This is an optimization exercise on Yosys and OpenROAD, whose aim is small area, not a production implementation.
RTL that was checked went through simulation tests only; none was proved equivalent to the original.
No activity file was given, so power comes from the tool's default toggle rates.

Design zigbee_rx_back, start of the top module:
module zigbee_rx_back (
  input  logic       clk_i,
  input  logic       resetn_i,
  input  logic [4:0] ibb_i,
  input  logic [4:0] qbb_i,
  input  logic       iq_valid_i,
  input  logic       psel_i,
  input  logic       penable_i,
  input  logic       pwrite_i,
  output logic [7:0] prdata_o,
  output logic       pslverr_o,
  output logic       bit_o,
  output logic       bit_en_o
);
  logic [4:0] cordic_phase;
  logic       cordic_take;
  logic       cdr_bit;
  logic       cdr_take;
  logic       cdr_valid;
  zigbee_cordic_top i_cordic (
    .reset_n(resetn_i), .clk(clk_i), .ibb(ibb_i), .qbb(qbb_i), .iValid(iq_valid_i),
    .wout(cordic_phase), .take_o(cordic_take));
  bit_recovery_CDR i_cdr (
    .clk(clk_i), .resetn(resetn_i), .phase_i(cordic_phase), .ph_take_i(cordic_take),
    .data_en_o(cdr_valid), .take_o(cdr_take), .data_w(cdr_bit));
  fifo_rx i_fifo_rx (
    .clk(clk_i), .reset_n(resetn_i), .en_cdr(cdr_valid), .take(cdr_take), .data_in(cdr_bit),
    .psel(psel_i), .pwrite(pwrite_i), .penable(penable_i),
    .pslverr(pslverr_o), .prdata(prdata_o), .bit_o(bit_o));
  assign bit_en_o = cdr_valid;
endmodule
==> module bit_recovery, before the edit <==
module bit_recovery(
	input  logic       clk,
	input  logic       resetn,
	input  logic [4:0] phase,
	input  logic       take,
	output logic       data_bits
	);
	logic [4:0] phase_q;
	logic lt, keep, val;
	logic [2:0] take_d;
	logic [1:0] out_d [0:2];
	assign lt = phase[3:0] < phase_q[3:0];
	assign keep = (phase[4] == phase_q[4]) && (lt ^ phase[4]);
	assign val = (phase[4] != phase_q[4]) ? lt : ~phase[4];
	always_ff @(posedge clk) begin
		out_d[0] <= {keep, val};
		out_d[1] <= out_d[0];
		out_d[2] <= out_d[1];
	end
	always_ff @(posedge clk, negedge resetn) begin
		if (~resetn) begin
			take_d <= 0;
			phase_q <= 0;
			data_bits <= 0;
		end else begin
			take_d <= {take_d[1:0], take};
			if (take)
				phase_q <= phase;
			if (take_d[2] && !out_d[2][1])
				data_bits <= out_d[2][0];
		end
	end
endmodule
Settings: LEC_CHECK=0, ABC_AREA=1, CAP_MARGIN=20, CORE_MARGIN=2, CORE_UTILIZATION=75, PLACE_DENSITY=0.88, SLEW_MARGIN=20; clock period 10.0 ns.
standard.sh (not shown) runs the stock make flow with config.mk's settings and CLKGATE_MAP_FILE= SYNTH_SCRIPT=/design/flow/synth_recipe.tcl, a recipe that flattens the netlist after the stock synthesis.
==> flow/flow/run.sh <==
#!/bin/bash
# Layout flow: the standard flow (standard.sh) for every step, with these
# changes in how the layout is made:
#  - synthesis maps the logic with an area-oriented ABC script (abc_area.script
#    here, in place of ORFS's) and leaves adders to ABC (no ADDER_MAP_FILE);
#    the rest of synthesis is ORFS's, unchanged, so the registers are the
#    standard synthesis's;
#  - port buffers are sky130_fd_sc_hd__buf_1 (every port still gets one);
#  - clock tree synthesis leaves out dummy loads and uses clkbuf_8 buffers with
#    small sink clusters.
# Each step's full output goes to a log file in the work folder.
set -euo pipefail
WORK=$(pwd)
cp -r "$FLOW_HOME/scripts" "$WORK/scripts_own"
cp "$WORK/flow/abc_area.script" "$WORK/scripts_own/abc_area.script"
SCRIPTS_DIR="$WORK/scripts_own" ADDER_MAP_FILE= bash standard.sh synth > "$WORK/log_synth.txt" 2>&1
export BUFFER_PORTS_ARGS="-buffer_cell sky130_fd_sc_hd__buf_1"
export CTS_ARGS="-sink_clustering_enable -repair_clock_nets -dont_use_dummy_load -sink_clustering_size 16 -sink_clustering_max_diameter 50 -buf_list sky130_fd_sc_hd__clkbuf_8"
bash standard.sh finish > "$WORK/log_layout.txt" 2>&1
==> flow/flow/abc_area.script <==
strash
&get -n
&dch
&nf -R 1000
&put
strash
&get -n
&dch
&nf -R 1000
&put
topo
==> next run, changes <==
--- a/flow/design.v
+++ b/flow/design.v
@@ -442,28 +442,26 @@
 	output logic       data_bits
 	);
 	logic [4:0] phase_q;
 	logic lt, keep, val;
-	logic [2:0] take_d;
 	logic [1:0] out_d [0:2];
 	assign lt = phase[3:0] < phase_q[3:0];
 	assign keep = (phase[4] == phase_q[4]) && (lt ^ phase[4]);
 	assign val = (phase[4] != phase_q[4]) ? lt : ~phase[4];
-	always_ff @(posedge clk) begin
-		out_d[0] <= {keep, val};
-		out_d[1] <= out_d[0];
-		out_d[2] <= out_d[1];
-	end
 	always_ff @(posedge clk, negedge resetn) begin
 		if (~resetn) begin
-			take_d <= 0;
+			out_d[0] <= 0;
+			out_d[1] <= 0;
+			out_d[2] <= 0;
 			phase_q <= 0;
 			data_bits <= 0;
 		end else begin
-			take_d <= {take_d[1:0], take};
+			out_d[0] <= !take ? 2'b00 : keep ? 2'b01 : {1'b1, val};
+			out_d[1] <= out_d[0];
+			out_d[2] <= out_d[1];
 			if (take)
 				phase_q <= phase;
-			if (take_d[2] && !out_d[2][1])
+			if (out_d[2][1])
 				data_bits <= out_d[2][0];
 		end
 	end
 endmodule
Global-route usage goes up by 1.8 points.
Power went down by about 0.6%.
Via count went up by 0.70%.
Die area stays flat.
Combinational power barely changes.
Hold slack barely changes.
Non-clock buffer count shrinks by 1.
Flip-flop and latch count goes down by 3.
Sequential share of layout area hardly moves.
Fmax drops by 2.3%.
Setup slack degrades by 160 ps.
Final area decreases by about 0.4%.
For the first run of this note, only the layout was checked, not whether the RTL still works.

==> re-timing with driven ports <==
Ports are ideal in the flow. The routed layouts listed here were re-timed in OpenROAD. Step 1 (the two cells are an assumption about what drives the block):
set clk [get_ports {clk_i}]
set_driving_cell -lib_cell sky130_fd_sc_hd__clkbuf_16 $clk
set_driving_cell -lib_cell sky130_fd_sc_hd__buf_2 [delete_from_list [all_inputs] $clk]
Step 2, shift: input delay + t, output delay - t, t = (earliest + latest rising clock arrival at the registers) / 2. This alone moves slack from input paths to output paths. a / b / c = ideal ports / drivers / drivers and shift; a / b = the first two.
run	shift t [ns]	setup WS [ns]	worst hold slack (ns)	clock arrival spread, ns
the first run	0.607	3.503 / 3.521 / 2.914	0.285 / 0.285 / 0.285	0.091 / 0.091
the second run	0.588	3.347 / 3.368 / 2.780	0.285 / 0.285 / 0.285	0.057 / 0.058
After both steps every run listed still meets setup and hold. For the first run, which loses most, drivers alone change the setup slack by +0.018 ns; drivers and shift together by -0.589 ns.
